Context: an optimization exercise on an open-source flow, tuned for small area and a short achievable clock period. The choices shown serve that exercise and are no tape-out recipe.
Function was checked by simulation only, so behaviour that the tests miss may differ from the original.

==> flow/design.v <==
module SPI (tx_valid,tx_data,rx_valid,rx_data,rst_n,clk,SS_n,MISO,MOSI);
parameter IDLE = 3'b000;
parameter CHK_CMD = 3'b001;
parameter READ_ADD = 3'b010;
parameter READ_DATA = 3'b011;
parameter WRITE = 3'b100;
input MOSI,SS_n,rst_n,clk,tx_valid;
input [7:0] tx_data;
output rx_valid,MISO;
output [9:0] rx_data;
reg rx_valid_tmp,MISO_tmp;
reg [9:0] rx_data_tmp;
reg [2:0] cs,ns;
reg [3:0] shift_counter;
reg read_state;
reg state;
always @(posedge clk or negedge rst_n) begin
    if(!rst_n) begin
        cs<=IDLE;
    end
    else begin
        cs<=ns;
    end
end 
always @(cs or MOSI or SS_n or tx_valid or tx_data or state or read_state) begin
    case (cs)
    IDLE:begin
        if(!SS_n) begin
            ns=CHK_CMD;
        end
        else begin
            ns=IDLE;
        end
    end
     CHK_CMD:begin
        if(SS_n) begin
            ns=IDLE;
        end
        else begin
            if(!({SS_n,MOSI}))begin
                ns=WRITE;
            end
            else if((!(SS_n))&&(MOSI)&&(!(state))) begin
                ns=READ_ADD;
            end
            else begin
                ns=READ_DATA;
            end
        end
     end
     READ_ADD:begin
        if(~SS_n) begin
            ns=READ_ADD;
        end
        else begin
            ns=IDLE;
        end
     end   
     READ_DATA:begin
           if(~SS_n) begin
            ns=READ_DATA;
        end
        else begin
            ns=IDLE;
        end
     end
     WRITE:begin
           if(~SS_n) begin
            ns=WRITE;
        end
        else begin
            ns=IDLE;
        end
     end
     default:begin
        ns=IDLE;
     end
    endcase
end
always @(posedge clk ) begin
case(cs)
IDLE:begin
    shift_counter<=10;  
    MISO_tmp<=0;
    rx_data_tmp<=0;
    rx_valid_tmp<=0;
    end
READ_ADD:begin
      if(shift_counter==0) begin
        rx_valid_tmp<=1;
        shift_counter<=10;
    end
    else begin
        rx_data_tmp<={MOSI,rx_data_tmp[9:1]};
        shift_counter<=shift_counter-1;
    end
end
READ_DATA:begin
    if((shift_counter==0)&&(!(read_state))) begin
        shift_counter<=8;
        rx_valid_tmp<=1;
    end
    else if ((shift_counter>0)&&(!(read_state))) begin
         rx_data_tmp<={MOSI,rx_data_tmp[9:1]};
         shift_counter<=shift_counter-1;  rx_valid_tmp<=0;
    end
    else if ((shift_counter==0)&&(read_state)) begin
        shift_counter<=10;
        rx_valid_tmp<=0;
    end
    else if (tx_valid) begin
        MISO_tmp<=tx_data[shift_counter-1];
        shift_counter<=shift_counter-1; rx_valid_tmp<=0;
    end
    end
WRITE:begin
    if(shift_counter==0) begin
        rx_valid_tmp<=1;
    end
    else begin
        rx_data_tmp<={MOSI,rx_data_tmp[9:1]};
        shift_counter<=shift_counter-1;
    end
end
endcase    
end
always @(posedge clk or negedge rst_n) begin
  if(~rst_n) begin
        state<=0;
        read_state<=0;
    end
    else begin
        case (cs)
        IDLE:begin
            read_state<=0;
        end
            READ_ADD:begin
                if(shift_counter==0) begin
                    state<=1;
                end
            end
           READ_DATA:begin
             if((shift_counter==0)&&(!(read_state))) begin
                read_state<=1;
             end
             else if ((shift_counter==0)&&(read_state)) begin
                read_state<=0;
                state<=0;
             end
           end
        endcase
    end   
end
assign MISO=MISO_tmp;
assign rx_data=rx_data_tmp;
assign rx_valid=rx_valid_tmp;
endmodule 
module rram (din,clk,rst_n,rx_valid,dout,tx_valid);
parameter MEM_DEPTH=256;
parameter ADDR_SIZE = 8;
localparam GROUP = 32;
localparam NGRP = MEM_DEPTH/GROUP;
input [9:0] din;
input clk,rst_n,rx_valid;
output [7:0] dout;
output tx_valid;
reg [7:0] dout_tmp;
reg tx_valid_tmp;
reg [15:0] addr_hi_n, addr_lo_n;
reg [8*MEM_DEPTH-1:0] cells;
reg phase, phase_d;
reg [7:0] din_d, din_dd;
reg aset_d, wr_d, wr_dd;
reg rd_d, rd_dd;
reg [8*NGRP-1:0] grp_n;
wire rd_now = rx_valid & din[9] & din[8];
wire [7:0] col = wr_dd ? (din_dd ^ {8{phase}}) :
                 wr_d ? (din_d ^ {8{phase}}) : 8'd0;
reg [MEM_DEPTH-1:0] sel;
integer i;
always @* begin
    for (i = 0; i < MEM_DEPTH; i = i + 1)
        sel[i] = ~(addr_hi_n[i/16] | addr_lo_n[i%16]);
end
genvar w, g;
generate
for (w = 0; w < MEM_DEPTH; w = w + 1) begin : row
    always @(posedge clk)
        cells[w*8 +: 8] <= ~(({8{sel[w]}} & col) | cells[w*8 +: 8]);
end
for (g = 0; g < NGRP; g = g + 1) begin : stage1
    reg [7:0] acc;
    integer k;
    always @* begin
        acc = 8'd0;
        for (k = 0; k < GROUP; k = k + 1)
            acc = acc | ({8{sel[g*GROUP+k]}} & cells[(g*GROUP+k)*8 +: 8]);
    end
    always @(posedge clk)
        grp_n[g*8 +: 8] <= ~acc;
end
endgenerate
reg [7:0] rdv;
integer j;
always @* begin
    rdv = 8'hff;
    for (j = 0; j < NGRP; j = j + 1)
        rdv = rdv & grp_n[j*8 +: 8];
    rdv = ~rdv ^ {8{phase_d}};
end
always @(posedge clk) begin
    phase <= ~phase;
    phase_d <= phase;
    din_d <= din[7:0];
    din_dd <= din_d;
    aset_d <= rst_n & rx_valid & ~din[8];
    wr_d <= rst_n & rx_valid & ~din[9] & din[8];
    wr_dd <= wr_d;
    if (aset_d) begin
        for (i = 0; i < 16; i = i + 1) begin
            addr_hi_n[i] <= (din_d[7:4] != i);
            addr_lo_n[i] <= (din_d[3:0] != i);
        end
    end
end
always @(posedge clk or negedge rst_n) begin
    if (!rst_n) begin
        dout_tmp <= 0;
        tx_valid_tmp <= 0;
        rd_d <= 0;
        rd_dd <= 0;
    end else begin
        rd_d <= rd_now;
        rd_dd <= rd_d;
        if (rd_now | rd_d | rd_dd)
            dout_tmp <= rdv;
        if (rd_now)
            tx_valid_tmp <= 1;
    end
end
assign dout=dout_tmp;
assign tx_valid=tx_valid_tmp;
endmodule
module topmod (rst_n,clk,SS_n,MISO,MOSI);
input  MOSI,SS_n,rst_n,clk ;
output MISO;
wire rx_valid,tx_valid;
wire [9:0] rx_data;
wire [7:0] tx_data;
rram RAM_INTERFACE(.din(rx_data),.clk(clk),.rst_n(rst_n),.rx_valid(rx_valid),.dout(tx_data),.tx_valid(tx_valid));
SPI SPI_INTERFACE(.tx_valid(tx_valid),.tx_data(tx_data),.rx_valid(rx_valid),.rx_data(rx_data),.rst_n(rst_n),.clk(clk),.SS_n(SS_n),.MISO(MISO),.MOSI(MOSI));
endmodule 
export LEC_CHECK = 0
export CAP_MARGIN = 20
export CORE_MARGIN = 2
export CORE_UTILIZATION = 55
export CTS_CLUSTER_DIAMETER = 80
export CTS_CLUSTER_SIZE = 30
export SETUP_SLACK_MARGIN = 1.8
export SLEW_MARGIN = 20
create_clock -name core_clock -period 4.2 [get_ports {clk}]
run.sh (not shown) runs the stock make flow with config.mk's settings and CLKGATE_MAP_FILE= SYNTH_SCRIPT=/design/flow/synth_recipe.tcl, a recipe that flattens the netlist after the stock synthesis.
Edit:
--- a/flow/design.v
+++ b/flow/design.v
@@ -169,20 +169,20 @@
 reg [15:0] addr_hi_n, addr_lo_n;
 reg [8*MEM_DEPTH-1:0] cells;
 reg phase, phase_d;
-reg [7:0] din_d, din_dd;
-reg aset_d, wr_d, wr_dd;
-reg rd_d, rd_dd;
-reg [8*NGRP-1:0] grp_n;
+reg wr_prev, rd_prev;
+reg [7:0] wdata;
+reg [8*NGRP-1:0] grp;
+wire wr_now = rx_valid & ~din[9] & din[8];
 wire rd_now = rx_valid & din[9] & din[8];
-wire [7:0] col = wr_dd ? (din_dd ^ {8{phase}}) :
-                 wr_d ? (din_d ^ {8{phase}}) : 8'd0;
+wire [7:0] col = wr_prev ? (wdata ^ {8{phase}}) :
+                 (wr_now & rst_n) ? (din[7:0] ^ {8{phase}}) : 8'd0;
 reg [MEM_DEPTH-1:0] sel;
 integer i;
 always @* begin
     for (i = 0; i < MEM_DEPTH; i = i + 1)
         sel[i] = ~(addr_hi_n[i/16] | addr_lo_n[i%16]);
 end
-genvar w, g;
+genvar w, g, b;
 generate
 for (w = 0; w < MEM_DEPTH; w = w + 1) begin : row
     always @(posedge clk)
@@ -197,29 +197,26 @@
             acc = acc | ({8{sel[g*GROUP+k]}} & cells[(g*GROUP+k)*8 +: 8]);
     end
     always @(posedge clk)
-        grp_n[g*8 +: 8] <= ~acc;
+        grp[g*8 +: 8] <= acc;
 end
 endgenerate
 reg [7:0] rdv;
 integer j;
 always @* begin
-    rdv = 8'hff;
+    rdv = 8'd0;
     for (j = 0; j < NGRP; j = j + 1)
-        rdv = rdv & grp_n[j*8 +: 8];
-    rdv = ~rdv ^ {8{phase_d}};
+        rdv = rdv | grp[j*8 +: 8];
+    rdv = rdv ^ {8{phase_d}};
 end
 always @(posedge clk) begin
     phase <= ~phase;
     phase_d <= phase;
-    din_d <= din[7:0];
-    din_dd <= din_d;
-    aset_d <= rst_n & rx_valid & ~din[8];
-    wr_d <= rst_n & rx_valid & ~din[9] & din[8];
-    wr_dd <= wr_d;
-    if (aset_d) begin
+    wr_prev <= wr_now & rst_n;
+    wdata <= din[7:0];
+    if (rst_n && rx_valid && !din[8]) begin
         for (i = 0; i < 16; i = i + 1) begin
-            addr_hi_n[i] <= (din_d[7:4] != i);
-            addr_lo_n[i] <= (din_d[3:0] != i);
+            addr_hi_n[i] <= (din[7:4] != i);
+            addr_lo_n[i] <= (din[3:0] != i);
         end
     end
 end
@@ -227,12 +224,10 @@
     if (!rst_n) begin
         dout_tmp <= 0;
         tx_valid_tmp <= 0;
-        rd_d <= 0;
-        rd_dd <= 0;
+        rd_prev <= 0;
     end else begin
-        rd_d <= rd_now;
-        rd_dd <= rd_d;
-        if (rd_now | rd_d | rd_dd)
+        rd_prev <= rd_now;
+        if (rd_now | rd_prev)
             dout_tmp <= rdv;
         if (rd_now)
             tx_valid_tmp <= 1;
What happened: Non-clock buffer count goes up by 103; fmax goes down by 3.1%; worst hold slack is worse by 0.061 ns; synthesized area hardly moves; setup slack is worse by 0.078 ns; flip-flop and latch count goes down by 11.

separate check: timing with driven ports:
The results above use ideal ports. As a check the final layouts listed here were re-extracted and re-timed, cells and wires unchanged. Step 1 sets driving cells, clkbuf_16 on the clock port and buf_2 on the other inputs (assumed; they add their load-dependent delay and slew). Step 2 times the ports against the registers' clock, not the clock port: input delays grow and output delays shrink by t, the midpoint of the rising clock arrivals with the driver on. Three values: no drivers, after step 1, after step 2; two values: the first two.
run | shift t [ns] | setup WS [ns] | slew at the worst register clock pin (ns)
the first run | 0.802 | 1.785 / 1.785 / 1.785 | 0.12 / 0.12
the second run | 0.825 | 1.708 / 1.708 / 1.202 | 0.12 / 0.12
After both steps every run listed still meets setup and hold. For the second run, which loses most, drivers alone change the setup slack by 0.000 ns; drivers and shift together by -0.506 ns.
